Context: an optimization exercise on an open-source flow, tuned for small area, a short achievable clock period and few clock cycles. The choices shown serve that exercise and are no tape-out recipe. In this exercise RTL edits were held to simulation tests only and were not proved equivalent to the original. Power figures rest on the tool's default switching activity, not on a simulated workload.

<file path="design.v">
module lmfe_med49 (
	clk,
	INS,
	PIX,
	TR,
	INIT,
	PRE,
	ZF,
	MED
);
input			clk;
input	[7:0]	INS;
input	[7:0]	PIX;	 
input	[2:0]	TR;		 
input			INIT;	 
input			PRE;	 
input			ZF;		 
output	[7:0]	MED;	 
reg		[7:0]	slot [0:55];
reg		[55:0]	flag;
reg		[4:0]	L;		 
reg		[5:0]	C00, C01, C02;	 
reg		[5:0]	C10, C11, C12;	 
reg				sel;	 
reg				d7;
reg		[5:0]	mb;		 
integer			p;
reg		[6:0]	ins_rot;
always @ * begin
	case (TR)
		3'd0: ins_rot = {INS[5:0], INS[6]};
		3'd1: ins_rot = {INS[4:0], INS[6:5]};
		3'd2: ins_rot = {INS[3:0], INS[6:4]};
		3'd3: ins_rot = {INS[2:0], INS[6:3]};
		3'd4: ins_rot = {INS[1:0], INS[6:2]};
		3'd5: ins_rot = {INS[0], INS[6:1]};
		default: ins_rot = INS[6:0];
	endcase
end
wire			init = INIT;
wire	[6:0]	s0, s1;
wire			ge0, ge1;
lmfe_sum4 i_s0 (.L(L), .R0(C00), .R1(C01), .R2(C02), .S(s0), .GE(ge0));
lmfe_sum4 i_s1 (.L(L), .R0(C10), .R1(C11), .R2(C12), .S(s1), .GE(ge1));
wire	[6:0]	s = sel ? s0 : s1;		 
wire			dec0 = sel ? ge0 : ge1;	 
reg		[5:0]	QZ, ZP;
wire	[5:0]	zpn = QZ + {5'd0, ~slot[0][7]} + {5'd0, ~PIX[7]} - {5'd0, ~slot[48][7]} - {5'd0, ~slot[47][7]};
reg				lt25, lt24;		 
wire	[5:0]	zn = ZP + {5'd0, ~slot[0][7]};
wire			d7n = slot[0][7] ? lt25 : lt24;	 
reg				ia, ib;
always @ (posedge clk) begin
	ia <= PRE;
	ib <= (TR == 3'd5);
end
reg		[56:0]	x0, x1;
reg				ix;
always @ * begin
	for (p = 0; p < 56; p = p + 1) begin
		ix = (p < 16) ? init : (p < 32) ? ia : (p < 48) ? ib : 1'b0;
		x0[p] = ~slot[p][5] & ((flag[p] & ~slot[p][6]) | (ix & ~slot[p][7]));
		x1[p] = ~slot[p][5] & ((flag[p] & slot[p][6]) | (ix & slot[p][7]));
	end
	x0[56] = init & ~PIX[7] & ~PIX[6];
	x1[56] = init & PIX[7] & ~PIX[6];
end
wire	[5:0]	n00, n01, n02, n10, n11, n12;
lmfe_popc57 i_pc0 (.x(x0), .R0(n00), .R1(n01), .R2(n02));
lmfe_popc57 i_pc1 (.x(x1), .R0(n10), .R1(n11), .R2(n12));
assign MED = {d7, mb, ~dec0};
always @ (posedge clk) begin
	slot[0] <= {INS[7], ins_rot};
	for (p = 0; p < 55; p = p + 1)
		slot[p+1] <= {slot[p][7], slot[p][5:0], slot[p][6]};
	mb <= {mb[4:0], ~dec0};
	C00 <= n00;
	C01 <= n01;
	C02 <= n02;
	C10 <= n10;
	C11 <= n11;
	C12 <= n12;
	sel <= init ? ~d7n : dec0;
	if (init) begin
		flag[0] <= (PIX[7] == d7n);
		for (p = 0; p < 48; p = p + 1)
			flag[p+1] <= (slot[p][7] == d7n);
		for (p = 48; p < 55; p = p + 1)
			flag[p+1] <= 1'b0;
		d7 <= d7n;
		L  <= d7n ? zn[4:0] : 5'd0;
	end else begin
		flag[0] <= 1'b0;
		for (p = 0; p < 55; p = p + 1)
			flag[p+1] <= flag[p] & (slot[p][6] ^ dec0) & ~PRE;
		if (!dec0) L <= s[4:0];
	end
	ZP <= zpn;
	lt25 <= (zpn < 6'd25);
	lt24 <= (zpn < 6'd24);
	if (ZF)
		QZ <= 6'd48;
	else
		QZ <= QZ + {5'd0, ~slot[0][7]} - {5'd0, ~slot[48][7]};
end
endmodule
module lmfe_popc57 (x, R0, R1, R2);
input [56:0] x;
output [5:0] R0;
output [5:0] R1;
output [5:0] R2;
wire s1;
wire c2;
assign s1 = x[0] ^ x[1] ^ x[2];
assign c2 = (x[0] & x[1]) | (x[0] & x[2]) | (x[1] & x[2]);
wire s3;
wire c4;
assign s3 = x[3] ^ x[4] ^ x[5];
assign c4 = (x[3] & x[4]) | (x[3] & x[5]) | (x[4] & x[5]);
wire s5;
wire c6;
assign s5 = x[6] ^ x[7] ^ x[8];
assign c6 = (x[6] & x[7]) | (x[6] & x[8]) | (x[7] & x[8]);
wire s7;
wire c8;
assign s7 = x[9] ^ x[10] ^ x[11];
assign c8 = (x[9] & x[10]) | (x[9] & x[11]) | (x[10] & x[11]);
wire s9;
wire c10;
assign s9 = x[12] ^ x[13] ^ x[14];
assign c10 = (x[12] & x[13]) | (x[12] & x[14]) | (x[13] & x[14]);
wire s11;
wire c12;
assign s11 = x[15] ^ x[16] ^ x[17];
assign c12 = (x[15] & x[16]) | (x[15] & x[17]) | (x[16] & x[17]);
wire s13;
wire c14;
assign s13 = x[18] ^ x[19] ^ x[20];
assign c14 = (x[18] & x[19]) | (x[18] & x[20]) | (x[19] & x[20]);
wire s15;
wire c16;
assign s15 = x[21] ^ x[22];
assign c16 = x[21] & x[22];
wire s17;
wire c18;
assign s17 = x[23] ^ x[24] ^ x[25];
assign c18 = (x[23] & x[24]) | (x[23] & x[25]) | (x[24] & x[25]);
wire s19;
wire c20;
assign s19 = x[26] ^ x[27] ^ x[28];
assign c20 = (x[26] & x[27]) | (x[26] & x[28]) | (x[27] & x[28]);
wire s21;
wire c22;
assign s21 = x[29] ^ x[30] ^ x[31];
assign c22 = (x[29] & x[30]) | (x[29] & x[31]) | (x[30] & x[31]);
wire s23;
wire c24;
assign s23 = x[32] ^ x[33] ^ x[34];
assign c24 = (x[32] & x[33]) | (x[32] & x[34]) | (x[33] & x[34]);
wire s25;
wire c26;
assign s25 = x[35] ^ x[36] ^ x[37];
assign c26 = (x[35] & x[36]) | (x[35] & x[37]) | (x[36] & x[37]);
wire s27;
wire c28;
assign s27 = x[38] ^ x[39] ^ x[40];
assign c28 = (x[38] & x[39]) | (x[38] & x[40]) | (x[39] & x[40]);
wire s29;
wire c30;
assign s29 = x[41] ^ x[42] ^ x[43];
assign c30 = (x[41] & x[42]) | (x[41] & x[43]) | (x[42] & x[43]);
wire s31;
wire c32;
assign s31 = x[44] ^ x[45] ^ x[46];
assign c32 = (x[44] & x[45]) | (x[44] & x[46]) | (x[45] & x[46]);
wire s33;
wire c34;
assign s33 = x[47] ^ x[48] ^ x[49];
assign c34 = (x[47] & x[48]) | (x[47] & x[49]) | (x[48] & x[49]);
wire s35;
wire c36;
assign s35 = x[50] ^ x[51] ^ x[52];
assign c36 = (x[50] & x[51]) | (x[50] & x[52]) | (x[51] & x[52]);
wire s37;
wire c38;
assign s37 = x[53] ^ x[54] ^ x[55];
assign c38 = (x[53] & x[54]) | (x[53] & x[55]) | (x[54] & x[55]);
wire s39;
wire c40;
assign s39 = x[56] ^ s1;
assign c40 = x[56] & s1;
wire s41;
wire c42;
assign s41 = c2 ^ c4;
assign c42 = c2 & c4;
wire s43;
wire c44;
assign s43 = s3 ^ s5 ^ s7;
assign c44 = (s3 & s5) | (s3 & s7) | (s5 & s7);
wire s45;
wire c46;
assign s45 = s9 ^ s11 ^ s13;
assign c46 = (s9 & s11) | (s9 & s13) | (s11 & s13);
wire s47;
wire c48;
assign s47 = s15 ^ s17 ^ s19;
assign c48 = (s15 & s17) | (s15 & s19) | (s17 & s19);
wire s49;
wire c50;
assign s49 = c6 ^ c8 ^ c10;
assign c50 = (c6 & c8) | (c6 & c10) | (c8 & c10);
wire s51;
wire c52;
assign s51 = c12 ^ c14 ^ c16;
assign c52 = (c12 & c14) | (c12 & c16) | (c14 & c16);
wire s53;
wire c54;
assign s53 = c18 ^ c20 ^ c22;
assign c54 = (c18 & c20) | (c18 & c22) | (c20 & c22);
wire s55;
wire c56;
assign s55 = c24 ^ c26 ^ c28;
assign c56 = (c24 & c26) | (c24 & c28) | (c26 & c28);
wire s57;
wire c58;
assign s57 = c30 ^ c32;
assign c58 = c30 & c32;
wire s59;
wire c60;
assign s59 = s21 ^ s23 ^ s25;
assign c60 = (s21 & s23) | (s21 & s25) | (s23 & s25);
wire s61;
wire c62;
assign s61 = s27 ^ s29 ^ s31;
assign c62 = (s27 & s29) | (s27 & s31) | (s29 & s31);
wire s63;
wire c64;
assign s63 = c34 ^ c36 ^ c38;
assign c64 = (c34 & c36) | (c34 & c38) | (c36 & c38);
wire s65;
wire c66;
assign s65 = c40 ^ s41 ^ c44;
assign c66 = (c40 & s41) | (c40 & c44) | (s41 & c44);
wire s67;
wire c68;
assign s67 = c46 ^ c48 ^ s49;
assign c68 = (c46 & c48) | (c46 & s49) | (c48 & s49);
wire s69;
wire c70;
assign s69 = s33 ^ s35 ^ s37;
assign c70 = (s33 & s35) | (s33 & s37) | (s35 & s37);
wire s71;
wire c72;
assign s71 = s39 ^ s43;
assign c72 = s39 & s43;
wire s73;
wire c74;
assign s73 = s51 ^ s53 ^ s55;
assign c74 = (s51 & s53) | (s51 & s55) | (s53 & s55);
wire s75;
wire c76;
assign s75 = s57 ^ c60 ^ c62;
assign c76 = (s57 & c60) | (s57 & c62) | (c60 & c62);
wire s77;
wire c78;
assign s77 = s63 ^ s65;
assign c78 = s63 & s65;
wire s79;
wire c80;
assign s79 = c42 ^ c50 ^ c52;
assign c80 = (c42 & c50) | (c42 & c52) | (c50 & c52);
wire s81;
wire c82;
assign s81 = c54 ^ c56 ^ c58;
assign c82 = (c54 & c56) | (c54 & c58) | (c56 & c58);
wire s83;
wire c84;
assign s83 = c64 ^ c66 ^ c68;
assign c84 = (c64 & c66) | (c64 & c68) | (c66 & c68);
wire s85;
wire c86;
assign s85 = s45 ^ s47 ^ s59;
assign c86 = (s45 & s47) | (s45 & s59) | (s47 & s59);
wire s87;
wire c88;
assign s87 = s67 ^ c70 ^ c72;
assign c88 = (s67 & c70) | (s67 & c72) | (c70 & c72);
wire s89;
wire c90;
assign s89 = s73 ^ s75;
assign c90 = s73 & s75;
wire s91;
wire c92;
assign s91 = c74 ^ c76 ^ c78;
assign c92 = (c74 & c76) | (c74 & c78) | (c76 & c78);
wire s93;
wire c94;
assign s93 = s79 ^ s81 ^ s83;
assign c94 = (s79 & s81) | (s79 & s83) | (s81 & s83);
wire s95;
wire c96;
assign s95 = c80 ^ c82;
assign c96 = c80 & c82;
wire s97;
wire c98;
assign s97 = s61 ^ s69;
assign c98 = s61 & s69;
wire s99;
wire c100;
assign s99 = s77 ^ c86 ^ s87;
assign c100 = (s77 & c86) | (s77 & s87) | (c86 & s87);
wire s101;
wire c102;
assign s101 = c88 ^ c90 ^ s91;
assign c102 = (c88 & c90) | (c88 & s91) | (c90 & s91);
wire s103;
wire c104;
assign s103 = c84 ^ c92 ^ c94;
assign c104 = (c84 & c92) | (c84 & c94) | (c92 & c94);
assign R0 = {1'b0, c96, s95, s93, s89, s71};
assign R1 = {1'b0, c104, c102, c100, c98, s85};
assign R2 = {1'b0, 1'b0, s103, s101, s99, s97};
endmodule
module lmfe_sum4 (L, R0, R1, R2, S, GE);
input [4:0] L;
input [5:0] R0;
input [5:0] R1;
input [5:0] R2;
output [6:0] S;
output GE;
wire s1;
wire c2;
assign s1 = L[0] ^ R0[0];
assign c2 = L[0] & R0[0];
wire s3;
wire c4;
assign s3 = L[1] ^ R0[1] ^ R1[1];
assign c4 = (L[1] & R0[1]) | (L[1] & R1[1]) | (R0[1] & R1[1]);
wire s5;
wire c6;
assign s5 = L[2] ^ R0[2] ^ R1[2];
assign c6 = (L[2] & R0[2]) | (L[2] & R1[2]) | (R0[2] & R1[2]);
wire s7;
wire c8;
assign s7 = L[3] ^ R0[3] ^ R1[3];
assign c8 = (L[3] & R0[3]) | (L[3] & R1[3]) | (R0[3] & R1[3]);
wire s9;
wire c10;
assign s9 = L[4] ^ R0[4] ^ R1[4];
assign c10 = (L[4] & R0[4]) | (L[4] & R1[4]) | (R0[4] & R1[4]);
wire s11;
wire c12;
assign s11 = R0[5] ^ R1[5];
assign c12 = R0[5] & R1[5];
wire s13;
wire c14;
assign s13 = R1[0] ^ R2[0];
assign c14 = R1[0] & R2[0];
wire s15;
wire c16;
assign s15 = R2[1] ^ c2 ^ s3;
assign c16 = (R2[1] & c2) | (R2[1] & s3) | (c2 & s3);
wire s17;
wire c18;
assign s17 = R2[2] ^ c4 ^ s5;
assign c18 = (R2[2] & c4) | (R2[2] & s5) | (c4 & s5);
wire s19;
wire c20;
assign s19 = R2[3] ^ c6 ^ s7;
assign c20 = (R2[3] & c6) | (R2[3] & s7) | (c6 & s7);
wire s21;
wire c22;
assign s21 = R2[4] ^ c8 ^ s9;
assign c22 = (R2[4] & c8) | (R2[4] & s9) | (c8 & s9);
wire s23;
wire c24;
assign s23 = R2[5] ^ c10 ^ s11;
assign c24 = (R2[5] & c10) | (R2[5] & s11) | (c10 & s11);
wire [6:0] P = {c12, c22, c20, c18, c16, c14, s1};
wire [6:0] Q = {c24, s23, s21, s19, s17, s15, s13};
assign S = P + Q;
wire [7:0] u, v;   
assign v[0] = 1'b0;
assign u[0] = ~(P[0] ^ Q[0]);
assign v[1] = P[0] | Q[0];
assign u[1] = ~(P[1] ^ Q[1]);
assign v[2] = P[1] | Q[1];
assign u[2] = ~(P[2] ^ Q[2]);
assign v[3] = P[2] | Q[2];
assign u[3] = P[3] ^ Q[3];
assign v[4] = P[3] & Q[3];
assign u[4] = P[4] ^ Q[4];
assign v[5] = P[4] & Q[4];
assign u[5] = ~(P[5] ^ Q[5]);
assign v[6] = P[5] | Q[5];
assign u[6] = ~(P[6] ^ Q[6]);
assign v[7] = P[6] | Q[6];
assign u[7] = 1'b0;
wire [6:0] G0, P0;
assign G0[0] = u[0] & v[0];
assign P0[0] = u[0] | v[0];
assign G0[1] = u[1] & v[1];
assign P0[1] = u[1] | v[1];
assign G0[2] = u[2] & v[2];
assign P0[2] = u[2] | v[2];
assign G0[3] = u[3] & v[3];
assign P0[3] = u[3] | v[3];
assign G0[4] = u[4] & v[4];
assign P0[4] = u[4] | v[4];
assign G0[5] = u[5] & v[5];
assign P0[5] = u[5] | v[5];
assign G0[6] = u[6] & v[6];
assign P0[6] = u[6] | v[6];
wire [6:0] G1, P1;
assign G1[0] = G0[0];
assign P1[0] = P0[0];
assign G1[1] = G0[1] | (P0[1] & G0[0]);
assign P1[1] = P0[1] & P0[0];
assign G1[2] = G0[2] | (P0[2] & G0[1]);
assign P1[2] = P0[2] & P0[1];
assign G1[3] = G0[3] | (P0[3] & G0[2]);
assign P1[3] = P0[3] & P0[2];
assign G1[4] = G0[4] | (P0[4] & G0[3]);
assign P1[4] = P0[4] & P0[3];
assign G1[5] = G0[5] | (P0[5] & G0[4]);
assign P1[5] = P0[5] & P0[4];
assign G1[6] = G0[6] | (P0[6] & G0[5]);
assign P1[6] = P0[6] & P0[5];
wire [6:0] G2, P2;
assign G2[0] = G1[0];
assign P2[0] = P1[0];
assign G2[1] = G1[1];
assign P2[1] = P1[1];
assign G2[2] = G1[2] | (P1[2] & G1[0]);
assign P2[2] = P1[2] & P1[0];
assign G2[3] = G1[3] | (P1[3] & G1[1]);
assign P2[3] = P1[3] & P1[1];
assign G2[4] = G1[4] | (P1[4] & G1[2]);
assign P2[4] = P1[4] & P1[2];
assign G2[5] = G1[5] | (P1[5] & G1[3]);
assign P2[5] = P1[5] & P1[3];
assign G2[6] = G1[6] | (P1[6] & G1[4]);
assign P2[6] = P1[6] & P1[4];
wire [6:0] G3, P3;
assign G3[0] = G2[0];
assign P3[0] = P2[0];
assign G3[1] = G2[1];
assign P3[1] = P2[1];
assign G3[2] = G2[2];
assign P3[2] = P2[2];
assign G3[3] = G2[3];
assign P3[3] = P2[3];
assign G3[4] = G2[4] | (P2[4] & G2[0]);
assign P3[4] = P2[4] & P2[0];
assign G3[5] = G2[5] | (P2[5] & G2[1]);
assign P3[5] = P2[5] & P2[1];
assign G3[6] = G2[6] | (P2[6] & G2[2]);
assign P3[6] = P2[6] & P2[2];
assign GE = v[7] ^ G3[6];
endmodule
module lmfe_filter_ctrl (
	clk,
	RST,
	IEN,
	DIN,
	Q,
	MED,
	A,
	D,
	CEN,
	WEN,
	INS,
	PIX,
	TR,
	INIT,
	PRE,
	ZF,
	DOUT,
	OV,
	BZ
);
input			clk;
input			RST;
input			IEN;
input	[7:0]	DIN;
input	[7:0]	Q;
input	[7:0]	MED;
output	[9:0]	A;
output	[7:0]	D;
output			CEN;
output			WEN;
output	[7:0]	INS;
output	[7:0]	PIX;
output	[2:0]	TR;
output			INIT;
output			PRE;
output			ZF;
output	[7:0]	DOUT;
output			OV;
output			BZ;
localparam ST_IDL  = 2'd0;
localparam ST_LOAD = 2'd1;
localparam ST_RUN  = 2'd2;
localparam ST_END  = 2'd3;
reg		[9:0]	A;
reg		[7:0]	D;
reg				CEN;
reg				WEN;
reg		[7:0]	DOUT;
reg				OV;
reg				BZ;
reg		[1:0]	state;
reg		[2:0]	t;		 
reg		[7:0]	j;		 
reg		[7:0]	y;		 
reg				v1, v2;	 
reg				d1, d2;	 
reg				pv;		 
reg				okA, okB;	 
reg				INIT;		 
reg				PRE;		 
wire	run = (state == ST_RUN);
wire	col_in = ~j[7];						 
wire	[7:0] yt = y + {5'd0, t};			 
wire	rd_ok = run && col_in && (t != 3'd6) && (yt >= 8'd3) && (yt <= 8'd130);
wire	wr_ok = run && col_in && (y <= 8'd124);
wire	[2:0] rrow = y[2:0] + t + 3'd5;		 
wire	[2:0] wrow = y[2:0] + 3'd3;			 
wire	last_load = (y[1:0] == 2'd2) && (j[6:0] == 7'd127);
wire	last_col = (j == 8'd130);
assign TR = (t >= 3'd2) ? (t - 3'd2) : (t + 3'd5);
assign ZF = ~run;
assign INS = v2 ? (d2 ? D : Q) : 8'd0;
assign PIX = pv ? D : 8'd0;
always @ (posedge clk, posedge RST) begin
	if (RST) begin
		state <= ST_IDL;
		CEN <= 1'b1;
		WEN <= 1'b1;
		OV <= 1'b0;
		BZ <= 1'b0;
		okA <= 1'b0;
		okB <= 1'b0;
	end else begin
		OV <= 1'b0;
		case (state)
			ST_IDL: begin
				CEN <= ~IEN;
				WEN <= ~IEN;
				if (IEN) state <= ST_LOAD;	 
			end
			ST_LOAD: begin
				CEN <= 1'b0;
				WEN <= 1'b0;
				if (last_load) begin
					BZ <= 1'b1;
					state <= ST_RUN;
				end
			end
			ST_RUN: begin
				CEN <= (t == 3'd6) ? ~wr_ok : ~rd_ok;
				WEN <= (t != 3'd6);
				BZ <= ~((t == 3'd4) && wr_ok);
				if (t == 3'd1) OV <= okB;
				if (t == 3'd6) begin
					okA <= (j >= 8'd3) && ~y[7];
					okB <= okA;
				end
				if ((y == 8'd128) && (j == 8'd1) && (t == 3'd1))
					state <= ST_END;
			end
			ST_END: begin
				CEN <= 1'b1;
				WEN <= 1'b1;
				BZ <= 1'b1;
			end
		endcase
	end
end
always @ (posedge clk) begin
	v2 <= v1;
	d2 <= d1;
	v1 <= 1'b0;
	d1 <= 1'b0;
	INIT <= run && (t == 3'd0);
	PRE <= run && (t == 3'd6);
	case (state)
		ST_IDL: begin
			pv <= 1'b0;
			A <= 10'd0;
			D <= DIN;
			j <= 8'd1;
			y <= 8'd0;
		end
		ST_LOAD: begin
			A <= {1'b0, y[1:0], j[6:0]};
			D <= DIN;
			{y[1:0], j[6:0]} <= {y[1:0], j[6:0]} + 9'd1;
			if (last_load) begin
				t <= 3'd0;
				j <= 8'd0;
				y <= 8'd0;
			end
		end
		ST_RUN: begin
			if (t == 3'd6) begin
				A <= {wrow, j[6:0]};
				pv <= wr_ok;
				v1 <= wr_ok;
				d1 <= 1'b1;
			end else begin
				A <= {rrow, j[6:0]};
				v1 <= rd_ok;
			end
			if (t == 3'd5) D <= DIN;
			if (t == 3'd6) begin
				t <= 3'd0;
				if (last_col) begin
					j <= 8'd0;
					y <= y + 8'd1;
				end else begin
					j <= j + 8'd1;
				end
			end else begin
				t <= t + 3'd1;
			end
		end
		default: begin
			A <= {rrow, j[6:0]};
		end
	endcase
	DOUT <= MED;	 
end
endmodule
module lmfe_top (
	clk,
	reset,
	Din,
	in_en,
	busy,
	out_valid,
	Dout,
	sram_a,
	sram_d,
	sram_cen,
	sram_wen,
	sram_q
);
input			clk;
input			reset;
input	[7:0]	Din;
input			in_en;
output			busy;
output			out_valid;
output	[7:0]	Dout;
output	[9:0]	sram_a;
output	[7:0]	sram_d;
output			sram_cen;
output			sram_wen;
input	[7:0]	sram_q;
wire	[7:0]	ins;
wire	[7:0]	pix;
wire	[2:0]	tr;
wire			init;
wire			pre;
wire			zforce;
wire	[7:0]	med;
lmfe_filter_ctrl i_lmfe_filter_ctrl (
	.clk	(clk),
	.RST	(reset),
	.IEN	(in_en),
	.DIN	(Din),
	.Q		(sram_q),
	.MED	(med),
	.A		(sram_a),
	.D		(sram_d),
	.CEN	(sram_cen),
	.WEN	(sram_wen),
	.INS	(ins),
	.PIX	(pix),
	.TR		(tr),
	.INIT	(init),
	.PRE	(pre),
	.ZF		(zforce),
	.DOUT	(Dout),
	.OV		(out_valid),
	.BZ		(busy)
);
lmfe_med49 i_lmfe_med49 (
	.clk	(clk),
	.INS	(ins),
	.PIX	(pix),
	.TR		(tr),
	.INIT	(init),
	.PRE	(pre),
	.ZF		(zforce),
	.MED	(med)
);
endmodule
</file>
<file path="flow/run.sh">
#!/bin/bash
set -euo pipefail
bash standard.sh SETUP_SLACK_MARGIN=6.5 finish > standard.log 2>&1
</file>
<file path="standard.sh">
#!/bin/bash
# synth_recipe.tcl (not shown) runs the flow's synth.tcl, then flattens the netlist and writes it again
# the make line also repeats each setting of config.mk as NAME=value (left out here)
make -C /OpenROAD-flow-scripts/flow DESIGN_CONFIG=/design/flow/config.mk WORK_HOME=/design/flow/orfs CLKGATE_MAP_FILE= SYNTH_SCRIPT=/design/flow/synth_recipe.tcl "${@:-finish}"
</file>
<file path="config.mk">
export PLATFORM = sky130hd
export DESIGN_NAME = lmfe_top
export DESIGN_NICKNAME = lmfe_top
export VERILOG_FILES = /design/flow/design.v
export SDC_FILE = /design/flow/constraint.sdc
export NUM_CORES = 4
export LEC_CHECK = 0
export CAP_MARGIN = 20
export CORE_MARGIN = 2
export CORE_UTILIZATION = 40
export CTS_CLUSTER_DIAMETER = 60
export CTS_CLUSTER_SIZE = 24
export PLACE_DENSITY = 0.55
export SLEW_MARGIN = 20
</file>
<file path="constraint.sdc">
create_clock -name core_clock -period 10.0 [get_ports {clk}]
set_input_delay 2.0000 -clock core_clock [delete_from_list [all_inputs] [get_ports {clk}]]
set_output_delay 2.0000 -clock core_clock [all_outputs]
set_load 0.01 [all_outputs]
</file>
==> flow_summary.yaml, run 1 <==
worst_setup_path:
  critPathCaptureType: "flip-flop"
  startpoint_type: "flip-flop"
  cpMostUsedCell: "fa_2"
  crit_slowest_cell: "fa_1"
  critPathBufInv: 4
  critical_path_class: "reg2reg"
  cp.arrival_ps: 4270
  cp.required_ps: 10540
  max_stage_delay_ps: 590
  crit_path_start: "i_lmfe_filter_ctrl.INIT"
  crit_chain: "buf_4 -> clkinv_8 -> o22ai_1 -> nor2b_2 -> fa_2 -> fa_1 -> inv_1 -> fa_2 -> fa_1 -> inv_1 -> fa_2 -> fa_2"
  reg2reg_from: "i_lmfe_filter_ctrl.INIT"
  crit_family: "adder cells"
  critPathMaxFanout: 11
global_routing:
  antenna_found_initial: 0
  first_global_vias: 14530
  grt.total_usage: 0.1782
  grt.overflow.total: 0
  grt_max_degree: 97
  grt_pass1_wl_mm: 80.47
yosys:
  ys_seq_area_frac: 0.5458
  syn_nets: 2201
  synth_area_leaders: "dfxtp_1 (49%), fa_1 (9.5%), edfxtp_1 (4.6%), ha_1 (4.4%), inv_1 (3.8%)"
  yosys_warnings: 3
  synth-edff-count: 34
  synth_top_area_frac: 0.4912
  async_reset_ff_frac: 0.01351
  avgSynthCellArea_sq_um: 11.22
  yosysTopAreaCell: "dfxtp_1"
  ys_ff_latch: 592
  ys.flop_type: "dfxtp_1"
  synth_cell_types: 72
  syn_area_sq_mm: 0.02241
  synth_cells: 1998
worst_hold_path:
  hold_path.class: "reg2reg"
  min-delay-start: "i_lmfe_med49.slot[23][1]"
sta:
  fin_crit_sh: 0.3727
  skew_ps: 42.12
  whs_ps: 315.6
  finalSetupTns_ps: 0
  rsz0062_at_grt: "true"
  period_minus_slack_ps: 3727
  timing.final.ws_setup_ps: 6273
  finalSetupViolations: 0
  finalHoldViolations: 0
  tightest_slew_ps: 1025
  relSlewSlack: 0.3164
  drv_slew: 0
  fmax_mhz: 268.3
clock_network:
  cts_tree: "built"
  max-clock-path-buffers: 3
  path_clk_slew_ps: 90
  cts_max_level: 2
  clock_sinks: 592
  clkLatencyLatePin_ps: 610
  numCtsBuffers: 42
  clock-root-buffer: "clkbuf_16"
die:
  dieArea_sq_mm: 0.05794
  die_y_um: 240.7
  rows: 86
  dieWidth_um: 240.7
  start_util: 0.4060
  pin_count: 49
  core_area_sq_mm: 0.05520
placed_design:
  dp_hpwl_mm: 30.75
  globalplace.congestion: 0.8046
  pre_cts_slack_ps: 5039
  io_buffers: 48
route:
  drt_iter0_drc: 995
  wl_per_cell_um: 18.10
  drtPass1Iterations: 5
  vias: 14500
  vias_per_cell: 5.080
  postRouteAntennaNets: 0
  routed_wl_mm: 51.67
  drc: 0
pwr:
  pwr-share-clk: 0.433
  ir_drop_mv: 0.1192
  p_seq_frac: 0.563
  intPower_uw: 3272
  p_per_area_mw_per_mm2: 159.2
  leakage_uw: 0.01036
  switchingPower_uw: 955.3
  swShare: 0.2260
  power_frac_comb: 0.004
outcome:
  status: "complete, no violations"
cells_and_area:
  drive_gt1_frac: 0.1434
  multi_input_area_sq_mm: 0.009505
  final_cell_mix: "dfxtp_1 (547), inv_1 (215), nand2_1 (92), a22oi_1 (89), fa_1 (85)"
  fillCellCount: 4967
  area_growth_pct: 18.45
  final_common_cell: "dfxtp_1"
  antenna_cells: 0
  nets: 2281
  seqCellArea_sq_mm: 0.01224
job:
  maxCapViolations: 0
-- area by class of cell --
class,count,share of cell area
sequential,592,0.4611
inverter,229,0.03327
tap,748,0.03525
timing repair buffer,116,0.05603
multi-input combinational,1096,0.3580
clock buffer,45,0.04081
timing repair inverter,1,0.0002356
clock inverter,27,0.01522
-- flip-flops by register name, indices dropped and copies added, names as in the netlist, 3 cells and up --
register / count
i_lmfe_med49.mb: 5
i_lmfe_filter_ctrl.D: 8
i_lmfe_med49.L: 5
i_lmfe_med49.C12: 4
i_lmfe_med49.slot: 426
i_lmfe_med49.C01: 5
i_lmfe_med49.C00: 5
i_lmfe_med49.ZP: 5
i_lmfe_filter_ctrl.DOUT: 3
i_lmfe_med49.flag: 56
i_lmfe_filter_ctrl.y: 8
i_lmfe_med49.C10: 5
i_lmfe_med49.C02: 4
i_lmfe_med49.QZ: 6
i_lmfe_filter_ctrl.j: 8
i_lmfe_filter_ctrl.t: 3
i_lmfe_med49.C11: 5
i_lmfe_filter_ctrl.A: 10
-- power groups by stage --
stage / clock (uW) / combinational (uW) / sequential [uW]
2_1_floorplan: 0 / 6.13 / 2440
3_3_place_gp: 0 / 18.8 / 2430
3_5_place_dp: 0 / 18.8 / 2430
4_1_cts: 1890 / 18.9 / 2380
5_1_grt: 1980 / 20.5 / 2380
6_report: 1830 / 18.6 / 2380
-- worst paths after layout --
check,end,slack [ps],depth (start not counted)
min reg2reg,i_lmfe_med49.slot[24][2],320,0
min,i_lmfe_med49.slot[24][2],320,0
max reg2reg,i_lmfe_med49.C02[3],6270,12
max,i_lmfe_med49.C02[3],6270,12
max in group asynchronous,i_lmfe_filter_ctrl.WEN,8030,2
min in group asynchronous,i_lmfe_filter_ctrl.state[1],1660,2
-- cell families after synthesis --
group | synth area share
DFF | 0.5458
and+or+nand+nor | 0.1349
buffers and inverters | 0.05554
AOI/OAI and AO/OA | 0.08016
adders and majority gates | 0.1387
xor gates and xnor gates | 0.03355
muxes | 0.01139
-- metrics by stage --
step / util / std cells / area, sq um / total power [uW]
floorplan: - / 1998 / 22590 / 2441
global placement: 0.4279 / 2716 / 23620 / 2454
detailed placement: 0.4279 / 2716 / 23620 / 2454
CTS: 0.4723 / 2840 / 26070 / 4287
global route: 0.4810 / 2854 / 26550 / 4381
finish: 0.4810 / 2854 / 26550 / 4228
-- worst reg2reg max path, delay by kind of cell (launching register included) --
kind | cells | cell delay [ps]
AOI/OAI and AO/OA | 1 | 70
adders and majority gates | 6 | 2680
buffers and inverters | 4 | 360
DFF | 1 | 390
and+or+nand+nor | 1 | 170
-- per-layer routing --
metal	global-route usage	up-vias	part of all wire	wire [um]
met5	0	-	0	0
met4	0.07378	0	0.037	1904
li1	-	6919	-	-
met2	0.2879	396	0.47	24100
met1	0.2377	7082	0.44	22910
met3	0.02951	102	0.053	2753
-- cell usage after synthesis, types with 47 or more instances --
library cell	n
dfxtp_1	550
inv_1	227
fa_1	106
nand2_1	100
a22oi_1	99
ha_1	78
nor2_1	73
nand3_1	66
xnor2_1	66
or3_1	60
clkbuf_1	56
o22ai_1	54
nor4b_1	47
or4_1	47
-- what timing repair did --
item / 4_1_cts / 5_1_grt
setup endpoints to repair: 92 / 80
gates resized for setup: 74 / 84
pin swaps: 49 / 47
gates cloned: 14 / 3
hold buffers: 0 / 0
buffers inserted: 38 / 11
Testbench counts, summed over its fixed seeds: cycles 706,620.
==> run 2: changes to the inputs <==
==> flow/run.sh (replaced) <==
#!/bin/bash
set -euo pipefail
bash standard.sh SETUP_SLACK_MARGIN=6.0 finish > standard.log 2>&1
==> flow_summary.yaml, run 2 <==
outcome:
  status: "complete, no violations"
sta:
  finalSetupTns_ps: 0
  skew_ps: 31.54
  rsz0062_at_grt: "true"
  relSlewSlack: 0.3249
  tightest_slew_ps: 1013
  fmax_mhz: 257.1
  finalSetupViolations: 0
  drv_slew: 0
  period_minus_slack_ps: 3890
  finalHoldViolations: 0
  fin_crit_sh: 0.3890
clock_network:
  clock-root-buffer: "clkbuf_16"
  clock_sinks: 592
  numCtsBuffers: 44
  path_clk_slew_ps: 90
  cts_max_level: 2
  cts_tree: "built"
  max-clock-path-buffers: 3
  clkLatencyLatePin_ps: 610
worst_setup_path:
  critPathMaxFanout: 11
  critical_path_class: "reg2reg"
  r2r_end: "i_lmfe_med49.C12[3]"
  critPathCaptureType: "flip-flop"
  ff2ff_setup_slack_ps: 6110
  crit_slowest_cell: "fa_1"
  max_stage_delay_ps: 510
  startpoint_type: "flip-flop"
  crit_chain: "buf_16 -> a22oi_1 -> or2_2 -> fa_1 -> fa_2 -> fa_1 -> fa_1 -> inv_1 -> fa_1 -> fa_1"
  reg2reg_from: "i_lmfe_filter_ctrl.INIT"
  cp.required_ps: 10470
  cp.arrival_ps: 4360
  r2r_cells: 10
  cpMostUsedCell: "fa_1"
route:
  routed_wl_mm: 48.10
  postRouteAntennaNets: 0
  wl_per_cell_um: 17.06
  vias_per_cell: 5.046
  vias: 14230
  drt_iter0_drc: 895
  drtPass1Iterations: 5
  drc: 0
yosys:
  syn_area_sq_mm: 0.02241
  ys.flop_type: "dfxtp_1"
  synth_cells: 1998
  async_reset_ff_frac: 0.01351
  synth-edff-count: 34
  avgSynthCellArea_sq_um: 11.22
  synth_area_leaders: "dfxtp_1 (49%), fa_1 (9.5%), edfxtp_1 (4.6%), ha_1 (4.4%), inv_1 (3.8%)"
  syn_nets: 2201
  synth_cell_types: 72
  yosys_warnings: 3
  synthMostInstantiatedCell: "dfxtp_1"
  ys_seq_area_frac: 0.5458
  ys_ff_latch: 592
  synth_top_area_frac: 0.4912
  ys_top_cells_by_count: "dfxtp_1 (550), inv_1 (227), fa_1 (106)"
  yosysTopAreaCell: "dfxtp_1"
die:
  rows: 86
  dieArea_sq_mm: 0.05794
  core_area_sq_mm: 0.05520
  pin_count: 49
  start_util: 0.4060
  dieWidth_um: 240.7
  die_y_um: 240.7
cells_and_area:
  final_common_cell: "dfxtp_1"
  antenna_cells: 0
  nets: 2242
  area_growth_pct: 13.84
  top_regs: "i_lmfe_med49.slot (426), i_lmfe_med49.flag (56), i_lmfe_filter_ctrl.A (10)"
  final_cell_mix: "dfxtp_1 (547), inv_1 (224), nand2_1 (100), a22oi_1 (99), fa_1 (96)"
  final_cell_area_sq_mm: 0.02552
  largest_reg_flops: 426
  regMostFlops: "i_lmfe_med49.slot"
  drive_gt1_frac: 0.08784
worst_hold_path:
  min-delay-start: "i_lmfe_med49.slot[14][2]"
  hold_path.class: "reg2reg"
  holdPathStages: 0
  holdPathEnd: "i_lmfe_med49.slot[15][3]"
global_routing:
  grt.total_usage: 0.1662
  grt_pass1_wl_mm: 75.89
  grt_max_degree: 113
  first_global_vias: 13990
  antenna_found_initial: 1
  grt.overflow.total: 0
job:
  maxCapViolations: 0
pwr:
  ir_drop_mv: 0.1314
  p_per_area_mw_per_mm2: 169.7
  leakage_uw: 0.009894
placed_design:
  io_buffers: 48
  dp_hpwl_mm: 30.61
  globalplace.congestion: 0.8257
  place_area_sq_mm: 0.02353
[run 2: cell counts after synthesis]
Identical to the previous run, type by type.
[run 2: power by group]
group	switching, uW	internal, uW	leakage [uW]
logic	6.39	12.4	0.00428
clock network	990	942	0.000767
registers	1.90	2380	0.00485
[run 2: per-stage QoR]
step                      utilization  instances  total power, uW  hold WS [ps]  setup slack, ps
after CTS                      0.4591       2809             4389         317.5             5940
after detailed placement       0.4262       2715             2454         312.1             4896
after global placement         0.4262       2715             2454         309.7             5021
after global routing           0.4623       2820             4479         310.5             5980
after floorplan                     -       1998             2441         309.6             6005
final                          0.4623       2820             4329         315.5             6110
[run 2: cells by family after synthesis]
family                   share of synthesized area
AO/OA/AOI/OAI                              0.08016
XOR/XNOR                                   0.03355
adder cells (fa/ha/maj)                     0.1387
buffers and inverters                      0.05554
flip-flops                                  0.5458
multiplexers                               0.01139
AND/OR/NAND/NOR                             0.1349
[run 2: area by class of cell]
class / instances / area [sq um]
clock buffers: 47 / 1144
multi-input cells: 1093 / 9021
inverters: 229 / 870.8
flip-flops and latches: 592 / 12240
fillers: 5060 / 29680
repair buffers: 78 / 837.1
clock inverters: 32 / 457.9
repair inverters: 1 / 7.507
well taps: 748 / 935.9
[run 2: worst max path at each step]
stage	slack, ps	end	cells past startpoint	from
floorplan	6000	i_lmfe_med49.C12[3]	12	i_lmfe_filter_ctrl.INIT
global placement	5020	i_lmfe_med49.C12[3]	10	i_lmfe_filter_ctrl.INIT
detailed placement	4900	i_lmfe_med49.C12[3]	10	i_lmfe_filter_ctrl.INIT
CTS	5940	i_lmfe_med49.C12[3]	10	i_lmfe_filter_ctrl.INIT
global route	5980	i_lmfe_med49.C12[3]	10	i_lmfe_filter_ctrl.INIT
finish	6110	i_lmfe_med49.C12[3]	10	i_lmfe_filter_ctrl.INIT
[run 2: what timing repair did]
item | in CTS | in global routing
gates resized for setup | 11 | 15
hold buffers | 0 | 0
setup endpoints to repair | 47 | 38
pin swaps | 1 | 2
cloned | 3 | 3
buffers inserted | 12 | 8
[run 2: critical path: cells and delay by family (launching register included)]
| family | cells | cell delay [ps] |
|---|---|---|
| and+or+nand+nor | 1 | 310 |
| AOI/OAI and AO/OA | 1 | 70 |
| buffers and inverters | 2 | 220 |
| DFF | 1 | 460 |
| adders and majority gates | 6 | 2690 |
[run 2: routing by layer]
| metal | global-route usage | wire [um] |
|---|---|---|
| met3 | 0.02631 | 2281 |
| met2 | 0.2700 | 22400 |
| met4 | 0.06531 | 1548 |
| met5 | 0 | 0 |
| met1 | 0.2224 | 21870 |
==> run 3: changes to the inputs <==
==> flow/run.sh (replaced) <==
#!/bin/bash
set -euo pipefail
bash standard.sh SETUP_SLACK_MARGIN=6.2 finish > standard.log 2>&1
==> flow_summary.yaml, run 3 <==
outcome:
  status: "complete, no violations"
cells_and_area:
  final_cell_mix: "dfxtp_1 (547), inv_1 (220), nand2_1 (100), a22oi_1 (96), fa_1 (92)"
  largest_reg_flops: 426
  nets: 2245
  regMostFlops: "i_lmfe_med49.slot"
  antenna_cells: 0
  stdcell_count: 2819
  final_common_cell: "dfxtp_1"
  fillCellCount: 5012
  area_growth_pct: 14.35
  top_regs: "i_lmfe_med49.slot (426), i_lmfe_med49.flag (56), i_lmfe_filter_ctrl.A (10)"
  drive_gt1_frac: 0.09512
placed_design:
  dp_hpwl_mm: 30.72
  io_buffers: 48
  place_inst: 2715
  globalplace.congestion: 0.7976
route:
  wl_per_cell_um: 17.12
  drt_iter0_drc: 861
  postRouteAntennaNets: 0
  routed_wl_mm: 48.27
  vias_per_cell: 5.057
  drtPass1Iterations: 8
  drc: 0
  vias: 14260
yosys:
  synthMostInstantiatedCell: "dfxtp_1"
  syn_area_sq_mm: 0.02241
  syn_nets: 2201
  synth-edff-count: 34
  yosysTopAreaCell: "dfxtp_1"
  synth_mux_area_frac: 0.01139
  yosys_warnings: 3
  ys_seq_area_frac: 0.5458
  ys_ff_latch: 592
  ys.flop_type: "dfxtp_1"
  synth_top_family_by_area: "adder cells"
  synth_fa_ha_area_frac: 0.1387
  synth_area_leaders: "dfxtp_1 (49%), fa_1 (9.5%), edfxtp_1 (4.6%), ha_1 (4.4%), inv_1 (3.8%)"
  synth_top_area_frac: 0.4912
  synth-simple-area-share: 0.1349
  avgSynthCellArea_sq_um: 11.22
  ys_top_cells_by_count: "dfxtp_1 (550), inv_1 (227), fa_1 (106)"
  synth-xor-area-share: 0.03355
  synth_compound_area_frac: 0.08016
  synth_cell_types: 72
  synth_cells: 1998
  async_reset_ff_frac: 0.01351
clock_network:
  cts_tree: "built"
  hold_buffers: 0
  clkLatencyLatePin_ps: 600
  numCtsBuffers: 42
  max-clock-path-buffers: 3
  path_clk_slew_ps: 80
  clock-root-buffer: "clkbuf_16"
  clock_sinks: 592
  cts_max_level: 2
sta:
  finalSetupTns_ps: 0
  finalHoldViolations: 0
  tightest_slew_ps: 990.6
  fin_crit_sh: 0.3859
  skew_ps: 27.59
  rsz0062_at_grt: "true"
  finalSetupViolations: 0
  fmax_mhz: 259.1
  relSlewSlack: 0.3396
  drv_slew: 0
  period_minus_slack_ps: 3859
global_routing:
  grt_pass1_wl_mm: 74.73
  grt_max_degree: 97
  antenna_found_initial: 0
  grt.overflow.total: 0
  first_global_vias: 13770
  grt.total_usage: 0.1639
worst_setup_path:
  crit_path_start: "i_lmfe_filter_ctrl.INIT"
  critical_path_class: "reg2reg"
  reg2reg_from: "i_lmfe_filter_ctrl.INIT"
  cp.required_ps: 10460
  critPathMaxFanout: 6
  startpoint_type: "flip-flop"
  critPathCaptureType: "flip-flop"
  r2r_cells: 11
  cp.arrival_ps: 4320
worst_hold_path:
  min-delay-start: "i_lmfe_med49.slot[25][4]"
  hold_path.class: "reg2reg"
  holdPathStages: 0
pwr:
  leakage_uw: 0.009921
  p_per_area_mw_per_mm2: 166.3
  ir_drop_mv: 0.1331
die:
  pin_count: 49
  dieArea_sq_mm: 0.05794
  die_y_um: 240.7
  core_area_sq_mm: 0.05520
  dieWidth_um: 240.7
  start_util: 0.4060
  rows: 86
job:
  maxCapViolations: 0
run 3: final timing paths:
path,end,slack [ps]
min,i_lmfe_med49.slot[26][5],320
min reg2reg,i_lmfe_med49.slot[26][5],320
max in group asynchronous,i_lmfe_filter_ctrl.WEN,8070
min in group asynchronous,i_lmfe_filter_ctrl.state[1],1650
max,i_lmfe_med49.C02[2],6140
max reg2reg,i_lmfe_med49.C02[2],6140
run 3: power breakdown:
part	internal (uW)	leakage, uW	switching [uW]
clock network	908	0.000730	956
registers	2380	0.00485	1.87
logic	12.5	0.00434	6.49
total	3300	0.00992	964
run 3: per-stage QoR:
| step | cell area, sq um | total power [uW] | util | hold WS (ps) | setup WS [ps] |
|---|---|---|---|---|---|
| floorplan | 22480 | 2441 | - | 309.6 | 6200 |
| global placement | 23540 | 2454 | 0.4264 | 309.5 | 5153 |
| detailed placement | 23540 | 2454 | 0.4264 | 312.1 | 5062 |
| CTS | 25360 | 4322 | 0.4595 | 318.6 | 6153 |
| global route | 25630 | 4414 | 0.4643 | 321.8 | 6074 |
| finish | 25630 | 4261 | 0.4643 | 318.8 | 6141 |
run 3: repair_timing:
item	CTS	global route
setup endpoints to repair	60	49
cloned	5	4
pin swaps	5	25
buffers inserted	15	7
gates resized for setup	23	30
run 3: final cells by class:
class,instances,area [sq um],share of cell area
sequential,592,12240,0.4777
multi-input combinational,1094,9120,0.3558
clock buffer,45,1072,0.04184
timing repair buffer,82,943.4,0.03681
tap,748,935.9,0.03652
inverter,229,872.1,0.03403
clock inverter,28,435.4,0.01699
timing repair inverter,1,7.507,0.0002929
run 3: per-layer routing:
layer / part of all wire / GRT usage
met1: 0.46 / 0.2186
met2: 0.47 / 0.2720
met3: 0.047 / 0.02516
met4: 0.025 / 0.05477
met5: 0 / 0
run 3: cell families after synthesis:
kind of cell / count (synthesis)
buf+inv: 315
flops: 592
fa+ha+maj: 185
compound gates: 265
simple gates: 532
mux: 24
xor+xnor: 85
run 3: worst max-delay path, stage by stage (launching register included):
cell,delay [ps]
dfxtp_4,440
clkinvlp_4,200
clkbuf_16,210
o22ai_1,100
nand2b_1,90
fa_1,520
fa_2,430
fa_2,550
inv_2,50
ha_4,150
fa_1,480
fa_1,500
==> run 4: changes to the inputs <==
--- a/config.mk
+++ b/config.mk
@@ -10,4 +10,4 @@
 export CORE_UTILIZATION = 40
-export CTS_CLUSTER_DIAMETER = 60
-export CTS_CLUSTER_SIZE = 24
+export CTS_CLUSTER_DIAMETER = 80
+export CTS_CLUSTER_SIZE = 32
 export PLACE_DENSITY = 0.55
==> flow_summary.yaml, run 4 <==
placed_design:
  globalplace.congestion: 0.7976
  dp_hpwl_mm: 30.72
  io_buffers: 48
sta:
  finalSetupViolations: 0
  relSlewSlack: 0.3262
  rsz0062_at_grt: "true"
  skew_ps: 28.69
  fin_crit_sh: 0.3796
  fmax_mhz: 263.4
  period_minus_slack_ps: 3796
  finalHoldViolations: 0
  finalSetupTns_ps: 0
  tightest_slew_ps: 1011
  drv_slew: 0
pwr:
  leakage_uw: 0.009851
  total_power_uw: 3964
  ir_drop_mv: 0.1424
  p_per_area_mw_per_mm2: 155.6
route:
  drc: 0
  drtPass1Iterations: 7
  vias_per_cell: 5.028
  vias: 14150
  routed_wl_mm: 48.63
  wl_met3_mm: 2.351
  wl_met2_mm: 22.96
  drt-met1-wl_mm: 22.06
  drt_iter0_drc: 1067
  top_layer_used: "met4"
  wl_per_cell_um: 17.28
  postRouteAntennaNets: 0
cells_and_area:
  drive_gt1_frac: 0.09482
  antenna_cells: 0
  top_regs: "i_lmfe_med49.slot (426), i_lmfe_med49.flag (56), i_lmfe_filter_ctrl.A (10)"
  nets: 2247
  fillCellCount: 5041
  regMostFlops: "i_lmfe_med49.slot"
  area_growth_pct: 13.65
  largest_reg_flops: 426
  final_common_cell: "dfxtp_1"
  final_cell_mix: "dfxtp_1 (547), inv_1 (221), nand2_1 (100), a22oi_1 (95), fa_1 (91)"
worst_setup_path:
  critPathMaxFanout: 6
  r2r_cells: 12
  reg2reg_from: "i_lmfe_filter_ctrl.INIT"
  critPathBufInv: 4
  cp.arrival_ps: 4290
  ff2ff_setup_slack_ps: 6200
  r2r_end: "i_lmfe_med49.C02[3]"
  critPathCaptureType: "flip-flop"
  critical_path_class: "reg2reg"
  cp.required_ps: 10490
  crit_slowest_cell: "fa_1"
  crit_family: "adder cells"
  startpoint_type: "flip-flop"
  crit_chain: "clkinvlp_4 -> buf_8 -> buf_12 -> o22ai_1 -> nand2b_1 -> fa_1 -> fa_2 -> fa_2 -> fa_1 -> inv_1 -> fa_2 -> fa_1"
  max_stage_delay_ps: 490
clock_network:
  cts_tree: "built"
  clock-root-buffer: "clkbuf_16"
  cts_max_level: 1
  clock_sinks: 592
  max-clock-path-buffers: 3
  path_clk_slew_ps: 110
  clkLatencyLatePin_ps: 620
  numCtsBuffers: 30
  hold_buffers: 0
global_routing:
  antenna_found_initial: 0
  grt_pass1_wl_mm: 74.75
  grt.overflow.total: 0
  first_global_vias: 13750
  grt.total_usage: 0.1626
  grt_max_degree: 97
die:
  dieArea_sq_mm: 0.05794
  die_y_um: 240.7
  dieWidth_um: 240.7
  rows: 86
  start_util: 0.4060
  core_area_sq_mm: 0.05520
  pin_count: 49
yosys:
  ys_seq_area_frac: 0.5458
  async_reset_ff_frac: 0.01351
  ys_ff_latch: 592
  yosysTopAreaCell: "dfxtp_1"
  yosys_warnings: 3
  synth_cell_types: 72
  synth_cells: 1998
  ys_top_cells_by_count: "dfxtp_1 (550), inv_1 (227), fa_1 (106)"
  synth-edff-count: 34
  syn_area_sq_mm: 0.02241
  synthMostInstantiatedCell: "dfxtp_1"
  synth_top_area_frac: 0.4912
  avgSynthCellArea_sq_um: 11.22
  ys.flop_type: "dfxtp_1"
  synth_area_leaders: "dfxtp_1 (49%), fa_1 (9.5%), edfxtp_1 (4.6%), ha_1 (4.4%), inv_1 (3.8%)"
  syn_nets: 2201
worst_hold_path:
  hold_path.class: "reg2reg"
  holdPathStages: 0
  holdPathEnd: "i_lmfe_med49.slot[36][4]"
  min-delay-start: "i_lmfe_med49.slot[35][3]"
job:
  maxCapViolations: 0
outcome:
  status: "complete, no violations"
## run 4: changes by cell type in the layout (fill, tap and decap cells not counted), sizes merged
cell / previous run / this run
inv: 245 / 236
clkbuf: 48 / 39
clkinvlp: 3 / 5
buf: 29 / 42
bufinv: 2 / 1
## run 4: layout make-up
| type | count | area (sq um) | area share |
|---|---|---|---|
| multi-input combinational | 1094 | 9120 | 0.3580 |
| timing repair inverter | 2 | 12.51 | 0.0004912 |
| tap | 748 | 935.9 | 0.03674 |
| sequential | 592 | 12240 | 0.4806 |
| clock buffer | 36 | 824.5 | 0.03237 |
| clock inverter | 19 | 350.3 | 0.01375 |
| timing repair buffer | 95 | 1115 | 0.04376 |
| inverter | 229 | 872.1 | 0.03424 |
## run 4: kinds of logic after synthesis
family	synth area share
flip-flops	0.5458
AND/OR/NAND/NOR	0.1349
buffers and inverters	0.05554
AO/OA/AOI/OAI	0.08016
adder cells (fa/ha/maj)	0.1387
XOR/XNOR	0.03355
multiplexers	0.01139
## run 4: worst max path at each step
stage / slack (ps) / depth (start not counted) / startpoint / end
finish: 6200 / 12 / i_lmfe_filter_ctrl.INIT / i_lmfe_med49.C02[3]
global route: 6090 / 12 / i_lmfe_med49.L[1] / i_lmfe_med49.flag[1]
CTS: 6180 / 12 / i_lmfe_filter_ctrl.INIT / i_lmfe_med49.C02[3]
detailed placement: 5060 / 10 / i_lmfe_filter_ctrl.INIT / i_lmfe_med49.C12[3]
global placement: 5150 / 10 / i_lmfe_filter_ctrl.INIT / i_lmfe_med49.C12[3]
floorplan: 6200 / 12 / i_lmfe_filter_ctrl.INIT / i_lmfe_med49.C02[3]
## run 4: worst register-to-register path, cell delays in order (launching register included)
cell and delay (ps):
dfxtp_4 450, clkinvlp_4 160, buf_8 160, buf_12 120, o22ai_1 120, nand2b_1 100, fa_1 490, fa_2 430
fa_2 350, fa_1 480, inv_1 50, fa_2 330, fa_1 440
## run 4: routing by layer
| layer | track usage | up-vias |
|---|---|---|
| met5 | 0 | - |
| met4 | 0.04273 | 0 |
| met3 | 0.02288 | 69 |
| met2 | 0.2702 | 342 |
| met1 | 0.2226 | 6933 |
| li1 | - | 6809 |
## run 4: per-stage QoR
stage | cell area [sq um] | hold WS [ps] | std cells | util | worst slack [ps]
finish | 25470 | 318.2 | 2815 | 0.4615 | 6204
global route | 25470 | 314.7 | 2815 | 0.4615 | 6092
CTS | 25140 | 312.8 | 2795 | 0.4554 | 6175
detailed placement | 23540 | 312.1 | 2715 | 0.4264 | 5062
global placement | 23540 | 309.5 | 2715 | 0.4264 | 5153
floorplan | 22480 | 309.6 | 1998 | - | 6200
## run 4: where the power goes
group	internal, uW	total [uW]	switching [uW]
combinational	12.5	18.9	6.45
sequential	2380	2380	1.91
clock	684	1560	881
## run 4: repair_timing
action,4_1_cts,5_1_grt
resized for setup,35,22
pin swaps,10,28
setup endpoints to repair,60,54
gates cloned,6,5
buffers inserted,19,15
==> run 5: changes to the inputs <==
--- a/config.mk
+++ b/config.mk
@@ -9,6 +9,6 @@
 export CORE_MARGIN = 2
-export CORE_UTILIZATION = 40
-export CTS_CLUSTER_DIAMETER = 80
-export CTS_CLUSTER_SIZE = 32
-export PLACE_DENSITY = 0.55
+export CORE_UTILIZATION = 65
+export CTS_CLUSTER_DIAMETER = 60
+export CTS_CLUSTER_SIZE = 24
+export PLACE_DENSITY = 0.8
 export SLEW_MARGIN = 20
==> flow_summary.yaml, run 5 <==
yosys:
  synthMostInstantiatedCell: "dfxtp_1"
  synth-edff-count: 34
  synth_cell_types: 72
  syn_nets: 2201
  syn_area_sq_mm: 0.02241
  ys_top_cells_by_count: "dfxtp_1 (550), inv_1 (227), fa_1 (106)"
  ys_seq_area_frac: 0.5458
  avgSynthCellArea_sq_um: 11.22
  async_reset_ff_frac: 0.01351
  ys.flop_type: "dfxtp_1"
  synth_top_area_frac: 0.4912
  yosysTopAreaCell: "dfxtp_1"
  synth_cells: 1998
  yosys_warnings: 3
  synth_area_leaders: "dfxtp_1 (49%), fa_1 (9.5%), edfxtp_1 (4.6%), ha_1 (4.4%), inv_1 (3.8%)"
  ys_ff_latch: 592
route:
  routed_wl_mm: 48.84
  drtPass1Iterations: 6
  vias_per_cell: 5.860
  drt_iter0_drc: 1397
  postRouteAntennaNets: 0
  vias: 14770
  drc: 0
  wl_per_cell_um: 19.37
sta:
  relSlewSlack: 0.2606
  period_minus_slack_ps: 3875
  finalSetupTns_ps: 0
  rsz0062_at_grt: "true"
  finalSetupViolations: 0
  skew_ps: 23.82
  fin_crit_sh: 0.3875
  fmax_mhz: 258.1
  drv_slew: 0
  timing.final.ws_setup_ps: 6125
  tightest_slew_ps: 1078
  finalHoldViolations: 0
worst_setup_path:
  reg2reg_from: "i_lmfe_filter_ctrl.INIT"
  critPathCaptureType: "flip-flop"
  critPathBufInv: 3
  cpMostUsedCell: "fa_1"
  r2r_cells: 11
  critical_path_class: "reg2reg"
  critical_path_depth: 11
  max_stage_delay_ps: 590
  cp.required_ps: 10440
  startpoint_type: "flip-flop"
  crit_slowest_cell: "fa_1"
  crit_family: "adder cells"
  r2r_end: "i_lmfe_med49.C02[2]"
  crit_chain: "clkinvlp_4 -> buf_4 -> o22ai_1 -> nand2b_1 -> fa_1 -> fa_2 -> fa_2 -> inv_1 -> ha_1 -> fa_1 -> fa_1"
  crit_path_start: "i_lmfe_filter_ctrl.INIT"
  cp.arrival_ps: 4320
  crit_end: "i_lmfe_med49.C02[2]"
  critPathMaxFanout: 7
  ff2ff_setup_slack_ps: 6130
global_routing:
  grt_use_met1: 0.3516
  grtUsageMet2: 0.4424
  grt_max_degree: 97
  grt.overflow.total: 0
  use_met3: 0.04538
  grt_pass1_wl_mm: 74.84
  antenna_found_initial: 1
  grt.total_usage: 0.2627
  first_global_vias: 14380
  busiest_layer: "met2"
clock_network:
  clkLatencyLatePin_ps: 580
  numCtsBuffers: 38
  max-clock-path-buffers: 3
  path_clk_slew_ps: 90
  clock-root-buffer: "clkbuf_16"
  cts_tree: "built"
  cts_max_level: 2
  clock_sinks: 592
  hold_buffers: 0
cells_and_area:
  regMostFlops: "i_lmfe_med49.slot"
  final_cell_mix: "dfxtp_1 (547), inv_1 (224), nand2_1 (100), a22oi_1 (99), fa_1 (93)"
  nets: 2246
  final_common_cell: "dfxtp_1"
  drive_gt1_frac: 0.08519
  top_regs: "i_lmfe_med49.slot (426), i_lmfe_med49.flag (56), i_lmfe_filter_ctrl.A (10)"
  antenna_cells: 0
  area_growth_pct: 11.43
  largest_reg_flops: 426
die:
  start_util: 0.6537
  dieWidth_um: 189.7
  pin_count: 49
  die_y_um: 189.7
  dieArea_sq_mm: 0.03598
  core_area_sq_mm: 0.03429
  rows: 68
outcome:
  status: "complete, no violations"
placed_design:
  io_buffers: 48
  pre_cts_slack_ps: 5098
  globalplace.congestion: 0.8562
  dp_hpwl_mm: 29.41
job:
  maxCapViolations: 0
worst_hold_path:
  hold_path.class: "reg2reg"
pwr:
  p_per_area_mw_per_mm2: 162.8
  leakage_uw: 0.009816
  ir_drop_mv: 0.1890
run 5: cell counts after synthesis:
Identical to the previous run, type by type.
run 5: cell type report:
type                            instances  area [sq um]
Multi-Input combinational cell       1097          9106
Sequential cell                       592         12240
Fill cell                            2227          9313
Clock buffer                           43          1012
Clock inverter                         20         279.0
Tap cell                              455         569.3
Timing Repair Buffer                   83         875.8
Inverter                              229         874.6
Timing Repair inverter                  2         15.01
run 5: power breakdown:
| part | internal [uW] | switching (uW) | total, uW |
|---|---|---|---|
| registers | 2380 | 1.84 | 2380 |
| logic | 12.5 | 6.97 | 19.4 |
| clock network | 804 | 862 | 1670 |
run 5: cells by family (layout without fill, tap and decap cells):
family                     after synthesis  after routing  share of synthesized area
and+or+nand+nor                        532            532                     0.1349
adders and majority gates              185            185                     0.1387
muxes                                   24             24                    0.01139
DFF                                    592            592                     0.5458
AOI/OAI and AO/OA                      265            271                    0.08016
buffers and inverters                  315            377                    0.05554
xor gates and xnor gates                85             85                    0.03355
run 5: layer usage:
metal / wire (um) / vias up / share of wire
met1: 19650 / 7144 / 0.40
met3: 3930 / 142 / 0.080
met5: 0 / - / 0
met4: 1787 / 0 / 0.037
li1: - / 6842 / -
met2: 23480 / 646 / 0.48
run 5: what timing repair did:
| item | CTS | global route |
|---|---|---|
| pin swaps | 4 | 3 |
| gates cloned | 6 | 5 |
| gates resized for setup | 17 | 11 |
| setup buffers | 11 | 15 |
| endpoints found under the setup margin | 78 | 68 |
run 5: how the worst min path moves through the flow:
stage                     cells past startpoint  slack (ps)                  endpoint                     start
after floorplan                               0         310     i_lmfe_filter_ctrl.d2     i_lmfe_filter_ctrl.d1
after global placement                        0         310  i_lmfe_med49.slot[29][3]  i_lmfe_med49.slot[28][2]
after detailed placement                      0         310     i_lmfe_filter_ctrl.d2     i_lmfe_filter_ctrl.d1
after CTS                                     0         320  i_lmfe_med49.slot[20][4]  i_lmfe_med49.slot[19][3]
after global routing                          0         310  i_lmfe_med49.slot[20][4]  i_lmfe_med49.slot[19][3]
final                                         0         320   i_lmfe_med49.slot[4][3]   i_lmfe_med49.slot[3][2]
run 5: metrics by stage:
stage,instances,hold WS [ps],util,power (uW),area [sq um]
final,2521,315.2,0.7284,4065,24980
after global routing,2521,311.3,0.7284,4189,24980
after CTS,2501,316.2,0.7210,4091,24720
after detailed placement,2421,312.1,0.6756,2454,23160
after global placement,2421,309.5,0.6756,2453,23160
after floorplan,1998,309.6,-,2441,22480
==> run 6: changes to the inputs <==
--- a/config.mk
+++ b/config.mk
@@ -9,6 +9,7 @@
 export CORE_MARGIN = 2
-export CORE_UTILIZATION = 65
+export CORE_UTILIZATION = 55
 export CTS_CLUSTER_DIAMETER = 60
 export CTS_CLUSTER_SIZE = 24
-export PLACE_DENSITY = 0.8
+export PLACE_DENSITY = 0.7
 export SLEW_MARGIN = 20
+export TNS_END_PERCENT = 5
==> flow_summary.yaml, run 6 <==
outcome:
  status: "complete, no violations"
worst_hold_path:
  hold_path.class: "reg2reg"
  min-delay-start: "i_lmfe_med49.slot[0][3]"
sta:
  finalSetupTns_ps: 0
  finalSetupViolations: 0
  relSlewSlack: 0.3488
  tightest_slew_ps: 976.9
  skew_ps: 23.86
  finalHoldViolations: 0
  period_minus_slack_ps: 3845
  drv_slew: 0
  fmax_mhz: 260.1
  rsz0062_at_grt: "true"
  fin_crit_sh: 0.3845
route:
  postRouteAntennaNets: 0
  vias: 14400
  drtPass1Iterations: 5
  vias_per_cell: 5.571
  wl_per_cell_um: 18.29
  drc: 0
  drt_iter0_drc: 1075
  routed_wl_mm: 47.27
pwr:
  total_power_uw: 4078
  ir_drop_mv: 0.1022
  leakage_uw: 0.009778
  p_per_area_mw_per_mm2: 162.9
worst_setup_path:
  critPathMaxFanout: 9
  startpoint_type: "flip-flop"
  cpMostUsedCell: "fa_1"
  crit_slowest_cell: "fa_1"
  cp.arrival_ps: 4300
  cp.required_ps: 10450
  crit_path_start: "i_lmfe_filter_ctrl.INIT"
  crit_chain: "clkinvlp_4 -> buf_8 -> buf_4 -> o22ai_1 -> nor2b_1 -> fa_2 -> fa_1 -> inv_1 -> fa_2 -> fa_1 -> inv_1 -> fa_1 -> fa_1"
  critPathCaptureType: "flip-flop"
  max_stage_delay_ps: 580
  reg2reg_from: "i_lmfe_filter_ctrl.INIT"
  critical_path_class: "reg2reg"
yosys:
  synth_top_area_frac: 0.4912
  synth_top_family_by_area: "adder cells"
  synthMostInstantiatedCell: "dfxtp_1"
  ys_seq_area_frac: 0.5458
  ys.flop_type: "dfxtp_1"
  syn_area_sq_mm: 0.02241
  synth-xor-area-share: 0.03355
  ys_ff_latch: 592
  ys_top_cells_by_count: "dfxtp_1 (550), inv_1 (227), fa_1 (106)"
  synth_compound_area_frac: 0.08016
  synth_fa_ha_area_frac: 0.1387
  synth_cells: 1998
  synth_cell_types: 72
  synth-edff-count: 34
  synth-simple-area-share: 0.1349
  synth_area_leaders: "dfxtp_1 (49%), fa_1 (9.5%), edfxtp_1 (4.6%), ha_1 (4.4%), inv_1 (3.8%)"
  yosys_warnings: 3
  synth_mux_area_frac: 0.01139
  syn_nets: 2201
  yosysTopAreaCell: "dfxtp_1"
  avgSynthCellArea_sq_um: 11.22
  async_reset_ff_frac: 0.01351
die:
  core_area_sq_mm: 0.04001
  die_y_um: 205.9
  dieArea_sq_mm: 0.04238
  pin_count: 49
  start_util: 0.5603
  rows: 73
  dieWidth_um: 205.9
cells_and_area:
  final_cell_mix: "dfxtp_1 (547), inv_1 (224), nand2_1 (100), a22oi_1 (97), fa_1 (94)"
  fillCellCount: 3152
  antenna_cells: 0
  stdcell_count: 2585
  top_regs: "i_lmfe_med49.slot (426), i_lmfe_med49.flag (56), i_lmfe_filter_ctrl.A (10)"
  final_util: 0.6259
  largest_reg_flops: 426
  drive_gt1_frac: 0.08350
  nets: 2239
  regMostFlops: "i_lmfe_med49.slot"
  area_growth_pct: 11.71
  final_common_cell: "dfxtp_1"
clock_network:
  hold_buffers: 0
  path_clk_slew_ps: 100
  clock_sinks: 592
  cts_max_level: 2
  clock-root-buffer: "clkbuf_16"
  numCtsBuffers: 38
  max-clock-path-buffers: 3
  cts_tree: "built"
  clkLatencyLatePin_ps: 580
placed_design:
  dp_hpwl_mm: 29.28
  place_inst: 2491
  io_buffers: 48
  globalplace.congestion: 0.8452
global_routing:
  first_global_vias: 14220
  grt_max_degree: 97
  grt.overflow.total: 0
  antenna_found_initial: 0
  grt_pass1_wl_mm: 74.36
  grt.total_usage: 0.2236
job:
  maxCapViolations: 0
==> run 6: cell counts after synthesis <==
Identical to the previous run, type by type.
==> run 6: worst paths after layout <==
path                                           endpoint  slack, ps  cells past startpoint
worst min-delay path            i_lmfe_med49.slot[1][4]        320                      0
worst min register to register  i_lmfe_med49.slot[1][4]        320                      0
min in group asynchronous        i_lmfe_filter_ctrl.okB       1680                      2
worst max register to register      i_lmfe_med49.C02[3]       6150                     13
max in group asynchronous        i_lmfe_filter_ctrl.CEN       8030                      2
worst max-delay path                i_lmfe_med49.C02[3]       6150                     13
==> run 6: per-layer routing <==
layer	GRT usage	wire, um
met5	0	0
met4	0.07857	1445
met3	0.04305	2998
met2	0.3690	22080
met1	0.2952	20750
==> run 6: cells by family after synthesis <==
kind of cell    after synthesis
compound gates              265
fa+ha+maj                   185
xor+xnor                     85
mux                          24
flops                       592
simple gates                532
buf+inv                     315
==> run 6: where the power goes <==
group | leakage [uW] | switching, uW | internal (uW)
combinational | 0.00429 | 6.96 | 12.5
sequential | 0.00485 | 1.81 | 2380
clock | 0.000635 | 861 | 819
total | 0.00978 | 870 | 3210
==> run 6: worst max-delay path, delay by kind of cell (launching register included) <==
family,cells,cell delay [ps]
buffers and inverters,5,490
adder cells (fa/ha/maj),6,2600
flip-flops,1,400
AND/OR/NAND/NOR,1,160
AO/OA/AOI/OAI,1,70
==> run 6: what timing repair did <==
item	in CTS	in global routing
resized for setup	21	7
setup endpoints to repair	79	70
setup buffers	13	7
gates cloned	7	3
pin swaps	5	3
==> run 6: layout make-up <==
cell class	count	area (sq um)	share of cell area
flip-flops and latches	592	12240	0.4890
multi-input cells	1097	9121	0.3643
clock buffers	45	1041	0.04158
inverters	229	870.8	0.03478
repair buffers	77	825.8	0.03298
well taps	525	656.9	0.02623
clock inverters	19	272.8	0.01089
repair inverters	1	7.507	0.0002998
==> run 6: stage by stage <==
step           setup WS, ps  area [sq um]  hold slack, ps
6_report               6155         25040           321.8
5_1_grt                6074         25040           328.7
4_1_cts                6167         24880           327.8
3_5_place_dp           5117         23250           312.1
3_3_place_gp           5215         23250           309.7
2_1_floorplan          6199         22480           309.6

-- separate check: timing with driven ports --
Ports are ideal in the flow. The routed layouts listed here were re-timed in OpenROAD. Step 1 (the two cells are an assumption about what drives the block):
set clk [get_ports {clk}]
set_driving_cell -lib_cell sky130_fd_sc_hd__clkbuf_16 $clk
set_driving_cell -lib_cell sky130_fd_sc_hd__buf_2 [delete_from_list [all_inputs] $clk]
Step 2 moves the port delays by t, midway between the first and last clock arrival at a register: inputs arrive t later, outputs are due t later. That takes back most of the time a late clock gives input paths. a / b / c = ideal ports / drivers / drivers and shift; a / b = the first two.
run | t, ns | setup WS [ns] | hold WS [ns] | worst setup path after step 2 | worst register clock-pin slew, ns
run 1 | 0.640 | 6.273 / 6.273 / 6.273 | 0.316 / 0.316 / 0.316 | register to register | 0.09 / 0.09
run 2 | 0.652 | 6.110 / 6.110 / 6.110 | 0.315 / 0.315 / 0.315 | register to register | 0.09 / 0.09
run 3 | 0.645 | 6.141 / 6.141 / 6.141 | 0.319 / 0.319 / 0.319 | register to register | 0.09 / 0.09
run 4 | 0.663 | 6.204 / 6.204 / 6.204 | 0.318 / 0.318 / 0.318 | register to register | 0.11 / 0.11
run 5 | 0.617 | 6.125 / 6.125 / 6.125 | 0.315 / 0.315 / 0.315 | register to register | 0.09 / 0.09
run 6 | 0.627 | 6.155 / 6.155 / 6.155 | 0.322 / 0.322 / 0.322 | register to register | 0.10 / 0.10
After both steps setup and hold are still met in every run listed.
